What follows belongs to an exercise in optimizing a design on an open flow for small area, a short achievable clock period and few clock cycles per item; a production flow would make more cautious choices. RTL that was checked went through simulation tests only; none was proved equivalent to the original. Power and IR drop assume default switching activity.

== old ==
==> flow/design.v <==
module top_fsm(
        input clk,
        input rst_n,
        input        ram_in_we,
        input [4 :0] ram_in_addr_wr,
        input [7 :0] ram_in_data_wr,
        input [3 :0] ram_out_addr_rd,
        output [15:0] ram_out_data_rd,
        input opmode_in,
        output reg done_out
);
    reg [7:0]  ram_in  [0:31];
    reg [15:0] ram_out [0:15];
    reg        busy;
    always @(posedge clk) begin
        if (ram_in_we)
            ram_in[ram_in_addr_wr] <= ram_in_data_wr;
    end
    integer k;
    always @(posedge clk) begin
        if (opmode_in)
            for (k = 0; k < 16; k = k + 1)
                ram_out[k] <= {ram_in[2*k], ram_in[2*k+1]};
    end
    wire [3:0] rd_lo, rd_hi;
    rd_pre u_rd_lo (.a(ram_out_addr_rd[1:0]), .p(rd_lo));
    rd_pre u_rd_hi (.a(ram_out_addr_rd[3:2]), .p(rd_hi));
    wire [15:0] rd_sel_c [0:1];
    genvar c, w;
    generate
        for (c = 0; c < 2; c = c + 1) begin : rd_copy
            for (w = 0; w < 16; w = w + 1) begin : line
                rd_and2 u_and (.a(rd_lo[w%4]), .b(rd_hi[w/4]), .y(rd_sel_c[c][w]));
            end
        end
    endgenerate
    genvar b, g;
    generate
        for (b = 0; b < 16; b = b + 1) begin : rd_bit
            wire [1:0] half;
            for (g = 0; g < 2; g = g + 1) begin : oct
                rd_octn u_oct (.s(rd_sel_c[b/8][8*g+7:8*g]),
                              .d({ram_out[8*g+7][b], ram_out[8*g+6][b], ram_out[8*g+5][b], ram_out[8*g+4][b],
                                  ram_out[8*g+3][b], ram_out[8*g+2][b], ram_out[8*g+1][b], ram_out[8*g][b]}),
                              .y(half[g]));
            end
            rd_nand2 u_or (.a(half[0]), .b(half[1]), .y(ram_out_data_rd[b]));
        end
    endgenerate
    always @(posedge clk or negedge rst_n) begin
        if (!rst_n)
            busy <= 1'b0;
        else
            busy <= opmode_in;
    end
    always @(posedge clk or negedge rst_n) begin
        if (!rst_n)
            done_out <= 1'b0;
        else if (opmode_in)
            done_out <= 1'b0;
        else if (busy)
            done_out <= 1'b1;
    end
endmodule
module rd_pre(input [1:0] a, output [3:0] p);
    assign p = 4'b1 << a;
endmodule
module rd_and2(input a, input b, output y);
    assign y = a & b;
endmodule
module rd_ao22n(input a, input b, input c, input d, output y);
    assign y = ~((a & b) | (c & d));
endmodule
module rd_nand4(input a, input b, input c, input d, output y);
    assign y = ~(a & b & c & d);
endmodule
module rd_octn(input [7:0] s, input [7:0] d, output y);
    assign y = ~|(s & d);
endmodule
module rd_nand2(input a, input b, output y);
    assign y = ~(a & b);
endmodule
make LEC_CHECK=0 CAP_MARGIN=20 CORE_MARGIN=2 CORE_UTILIZATION=65 CTS_CLUSTER_DIAMETER=100 CTS_CLUSTER_SIZE=30 SETUP_SLACK_MARGIN=2.2 SLEW_MARGIN=20 SYNTH_HIERARCHICAL=1 SYNTH_MINIMUM_KEEP_SIZE=0 finish   # period 4.5 ns
run.sh (not shown) runs the stock make flow with config.mk's settings and CLKGATE_MAP_FILE= SYNTH_SCRIPT=/design/flow/synth_recipe.tcl, a recipe that flattens the netlist after the stock synthesis.
## Diff of input files: new against old
==> flow/design.v, changed modules only <==
module top_fsm(
        input clk,
        input rst_n,
        input        ram_in_we,
        input [4 :0] ram_in_addr_wr,
        input [7 :0] ram_in_data_wr,
        input [3 :0] ram_out_addr_rd,
        output [15:0] ram_out_data_rd,
        input opmode_in,
        output reg done_out
);
    reg [7:0]  ram_in  [0:31];
    reg [15:0] ram_out [0:15];
    reg        busy;
    always @(posedge clk) begin
        if (ram_in_we)
            ram_in[ram_in_addr_wr] <= ram_in_data_wr;
    end
    integer k;
    always @(posedge clk) begin
        if (opmode_in)
            for (k = 0; k < 16; k = k + 1)
                ram_out[k] <= {ram_in[2*k], ram_in[2*k+1]};
    end
    wire [15:0] rd_sel;
    rd_decode u_rd_dec (.a(ram_out_addr_rd), .s(rd_sel));
    genvar b, g;
    generate
        for (b = 0; b < 16; b = b + 1) begin : rd_bit
            wire [1:0] half;
            for (g = 0; g < 2; g = g + 1) begin : oct
                rd_oct u_oct (.s(rd_sel[8*g+7:8*g]),
                              .d({ram_out[8*g+7][b], ram_out[8*g+6][b], ram_out[8*g+5][b], ram_out[8*g+4][b],
                                  ram_out[8*g+3][b], ram_out[8*g+2][b], ram_out[8*g+1][b], ram_out[8*g][b]}),
                              .y(half[g]));
            end
            wire out_n;
            rd_nor2  u_or (.a(half[0]), .b(half[1]), .y(out_n));
            rd_inv   u_iv (.a(out_n), .y(ram_out_data_rd[b]));
        end
    endgenerate
    always @(posedge clk or negedge rst_n) begin
        if (!rst_n)
            busy <= 1'b0;
        else
            busy <= opmode_in;
    end
    always @(posedge clk or negedge rst_n) begin
        if (!rst_n)
            done_out <= 1'b0;
        else if (opmode_in)
            done_out <= 1'b0;
        else if (busy)
            done_out <= 1'b1;
    end
endmodule
module rd_decode(input [3:0] a, output [15:0] s);
    assign s = 16'b1 << a;
endmodule
module rd_nor2(input a, input b, output y);
    assign y = ~(a | b);
endmodule
module rd_inv(input a, output y);
    assign y = ~a;
endmodule
module rd_oct(input [7:0] s, input [7:0] d, output y);
    assign y = |(s & d);
endmodule
// module rd_pre removed
// module rd_and2 removed
// module rd_octn removed
// module rd_nand2 removed
Notes after the runs:
Critical path depth: lower on old
The cell area after placement reported for new is greater than that of old by about 0.45%.
new -> old: overall die height flat
new ended up with a higher sequential share of the synthesized area than old did.
new | stages: all done | timing, DRC, antenna: all pass
Diff old -> new: switching power summed over all nets higher; die area stayed essentially flat.
Taking old as the reference, in new proportion of power drawn by the clock network about even, via count +295, area fraction in and, or, nand and nor cells after synthesis down 0.78 points.
Testbench counts of new, summed over its fixed seeds: cycles 384, transfers 192.
Function not checked in old: the RTL went through the layout flow alone.

========
// top_fsm: RTL as listed in full above, without the edits since
Settings: LEC_CHECK=0, CAP_MARGIN=20, CORE_MARGIN=2, CORE_UTILIZATION=65, CTS_CLUSTER_DIAMETER=100, CTS_CLUSTER_SIZE=30, SETUP_SLACK_MARGIN=1.8, SLEW_MARGIN=20, SYNTH_HIERARCHICAL=1, SYNTH_MINIMUM_KEEP_SIZE=0; clock period 4.5 ns.
Then changed:
--- a/flow/design.v
+++ b/flow/design.v
@@ -37,15 +37,15 @@
     genvar b, g;
     generate
         for (b = 0; b < 16; b = b + 1) begin : rd_bit
             wire [1:0] half;
             for (g = 0; g < 2; g = g + 1) begin : oct
                 rd_octn u_oct (.s(rd_sel_c[b/8][8*g+7:8*g]),
-                              .d({ram_out[8*g+7][b], ram_out[8*g+6][b], ram_out[8*g+5][b], ram_out[8*g+4][b],
-                                  ram_out[8*g+3][b], ram_out[8*g+2][b], ram_out[8*g+1][b], ram_out[8*g][b]}),
-                              .y(half[g]));
+                               .d({ram_out[8*g+7][b], ram_out[8*g+6][b], ram_out[8*g+5][b], ram_out[8*g+4][b],
+                                   ram_out[8*g+3][b], ram_out[8*g+2][b], ram_out[8*g+1][b], ram_out[8*g][b]}),
+                               .y(half[g]));
             end
             rd_nand2 u_or (.a(half[0]), .b(half[1]), .y(ram_out_data_rd[b]));
         end
     endgenerate
     always @(posedge clk or negedge rst_n) begin
         if (!rst_n)
@@ -65,18 +65,12 @@
 module rd_pre(input [1:0] a, output [3:0] p);
     assign p = 4'b1 << a;
 endmodule
 module rd_and2(input a, input b, output y);
     assign y = a & b;
 endmodule
-module rd_ao22n(input a, input b, input c, input d, output y);
-    assign y = ~((a & b) | (c & d));
-endmodule
-module rd_nand4(input a, input b, input c, input d, output y);
-    assign y = ~(a & b & c & d);
-endmodule
 module rd_octn(input [7:0] s, input [7:0] d, output y);
     assign y = ~|(s & d);
 endmodule
 module rd_nand2(input a, input b, output y);
     assign y = ~(a & b);
 endmodule
Clock power hardly moves. Sequential share of layout area stays the same. Total power is unchanged. Die area stays the same. Via count does not change. Design area does not change. Hold slack stays the same. Non-clock buffer count stays the same. Global-route usage stays the same. Worst setup slack stays the same. Core utilization is unchanged. Register-to-register slack hardly moves. Cell count stays the same.
Testbench counts after the change, summed over its fixed seeds: cycles 384, transfers 192.
For the first run of this note, only the layout was checked, not whether the RTL still works.

========
## run a
RTL: one of the versions met above, not the one the previous note started from.
For scale: roughly 780 cells after synthesis, roughly 510 flip-flops, roughly 38 I/O pins, roughly 17000 um^2 of cells after synthesis.
==> module top_fsm, before the edit <==
module top_fsm(
        input clk,
        input rst_n,
        input        ram_in_we,
        input [4 :0] ram_in_addr_wr,
        input [7 :0] ram_in_data_wr,
        input [3 :0] ram_out_addr_rd,
        output [15:0] ram_out_data_rd,
        input opmode_in,
        output reg done_out
);
    reg [7:0]  ram_in  [0:31];
    reg [15:0] ram_out [0:15];
    reg        busy;
    always @(posedge clk) begin
        if (ram_in_we)
            ram_in[ram_in_addr_wr] <= ram_in_data_wr;
    end
    integer k;
    always @(posedge clk) begin
        if (opmode_in)
            for (k = 0; k < 16; k = k + 1)
                ram_out[k] <= {ram_in[2*k], ram_in[2*k+1]};
    end
    wire [15:0] rd_sel;
    rd_decode u_rd_dec (.a(ram_out_addr_rd), .s(rd_sel));
    genvar b, g;
    generate
        for (b = 0; b < 16; b = b + 1) begin : rd_bit
            wire [1:0] half;
            for (g = 0; g < 2; g = g + 1) begin : oct
                rd_oct u_oct (.s(rd_sel[8*g+7:8*g]),
                              .d({ram_out[8*g+7][b], ram_out[8*g+6][b], ram_out[8*g+5][b], ram_out[8*g+4][b],
                                  ram_out[8*g+3][b], ram_out[8*g+2][b], ram_out[8*g+1][b], ram_out[8*g][b]}),
                              .y(half[g]));
            end
            wire out_n;
            rd_nor2  u_or (.a(half[0]), .b(half[1]), .y(out_n));
            rd_inv   u_iv (.a(out_n), .y(ram_out_data_rd[b]));
        end
    endgenerate
    always @(posedge clk or negedge rst_n) begin
        if (!rst_n)
            busy <= 1'b0;
        else
            busy <= opmode_in;
    end
    always @(posedge clk or negedge rst_n) begin
        if (!rst_n)
            done_out <= 1'b0;
        else if (opmode_in)
            done_out <= 1'b0;
        else if (busy)
            done_out <= 1'b1;
    end
endmodule
clock: 4.5 ns
lec_check: 0
cap_margin: 20
core_margin: 2
core_utilization: 65
setup_slack_margin: 2.2
slew_margin: 20
synth_hierarchical: 1
synth_minimum_keep_size: 0
Testbench counts of run a, summed over its fixed seeds: cycles 384, transfers 192.
Setup changes, run a to run b
-- flow/design.v --
<<< run a, line 23
                ram_out[k] <= {ram_in[2*k], ram_in[2*k+1]};
    end
    wire [15:0] rd_sel;
    rd_decode u_rd_dec (.a(ram_out_addr_rd), .s(rd_sel));
    genvar b, g;
    generate
>>> run b, line 23
                ram_out[k] <= {ram_in[2*k], ram_in[2*k+1]};
    end
    wire [15:0] rd_sel_q [0:3];
    genvar q;
    generate
        for (q = 0; q < 4; q = q + 1) begin : rd_dec
            rd_decode u_rd_dec (.a(ram_out_addr_rd), .s(rd_sel_q[q]));
        end
    endgenerate
    genvar b, g;
    generate
<<< run a, line 30
            wire [1:0] half;
            for (g = 0; g < 2; g = g + 1) begin : oct
                rd_oct u_oct (.s(rd_sel[8*g+7:8*g]),
                              .d({ram_out[8*g+7][b], ram_out[8*g+6][b], ram_out[8*g+5][b], ram_out[8*g+4][b],
                                  ram_out[8*g+3][b], ram_out[8*g+2][b], ram_out[8*g+1][b], ram_out[8*g][b]}),
>>> run b, line 35
            wire [1:0] half;
            for (g = 0; g < 2; g = g + 1) begin : oct
                rd_oct u_oct (.s(rd_sel_q[b/4][8*g+7:8*g]),
                              .d({ram_out[8*g+7][b], ram_out[8*g+6][b], ram_out[8*g+5][b], ram_out[8*g+4][b],
                                  ram_out[8*g+3][b], ram_out[8*g+2][b], ram_out[8*g+1][b], ram_out[8*g][b]}),
Results
Clock skew across run b and run a: no real change.
Higher share of total power in the clock network among run b and run a: run b
In the reports for run b and run a, the larger power density relative to cell area belongs to run b.
When run b is measured against run a, its clock tree cell share of total cell area turns out 0.58 points higher.
The core of run b is more densely filled than that of run a.
Worst hold slack deteriorates in run b relative to run a.
Setup slack in run b is smaller than in run a.
Delta (run b minus run a): sequential power now sits at about the same level, critical path's largest stage delay was more or less identical, final cycle utilization of the critical path went up 3.1 points, routed length on met1 higher.
No functional check of the RTL was part of run b.

separate check: timing with driven ports:
The flow's constraints put no driver on any port. The routed layouts listed below were extracted and timed again, unchanged, in two steps. Step 1: set_driving_cell puts a clkbuf_16 on clk and a buf_2 on each other input, an assumption about the parent block. Step 2 adds t to the input delays and takes it off the output delays; t is the mean of the earliest and latest rising clock arrival at the registers after step 1. Input paths then give back, and output paths get back, about the clock's delay inside the block. Three values: no drivers, after step 1, after step 2; two values: the first two.
| run | t, ns | setup WS [ns] | slew at the worst register clock pin (ns) |
|---|---|---|---|
| old | 0.585 | 1.354 / 1.309 / 1.309 | 0.11 / 0.11 |
| new | 0.575 | 1.226 / 1.135 / 1.135 | 0.11 / 0.11 |
| the first run of note 2 | 0.581 | 1.438 / 1.374 / 1.280 | 0.11 / 0.11 |
| the second run of note 2 | 0.581 | 1.438 / 1.374 / 1.280 | 0.11 / 0.11 |
| run a | 0.587 | 1.281 / 1.155 / 1.155 | 0.07 / 0.07 |
| run b | 0.589 | 1.141 / 1.017 / 1.017 | 0.06 / 0.06 |
After both steps every run listed still meets setup and hold.
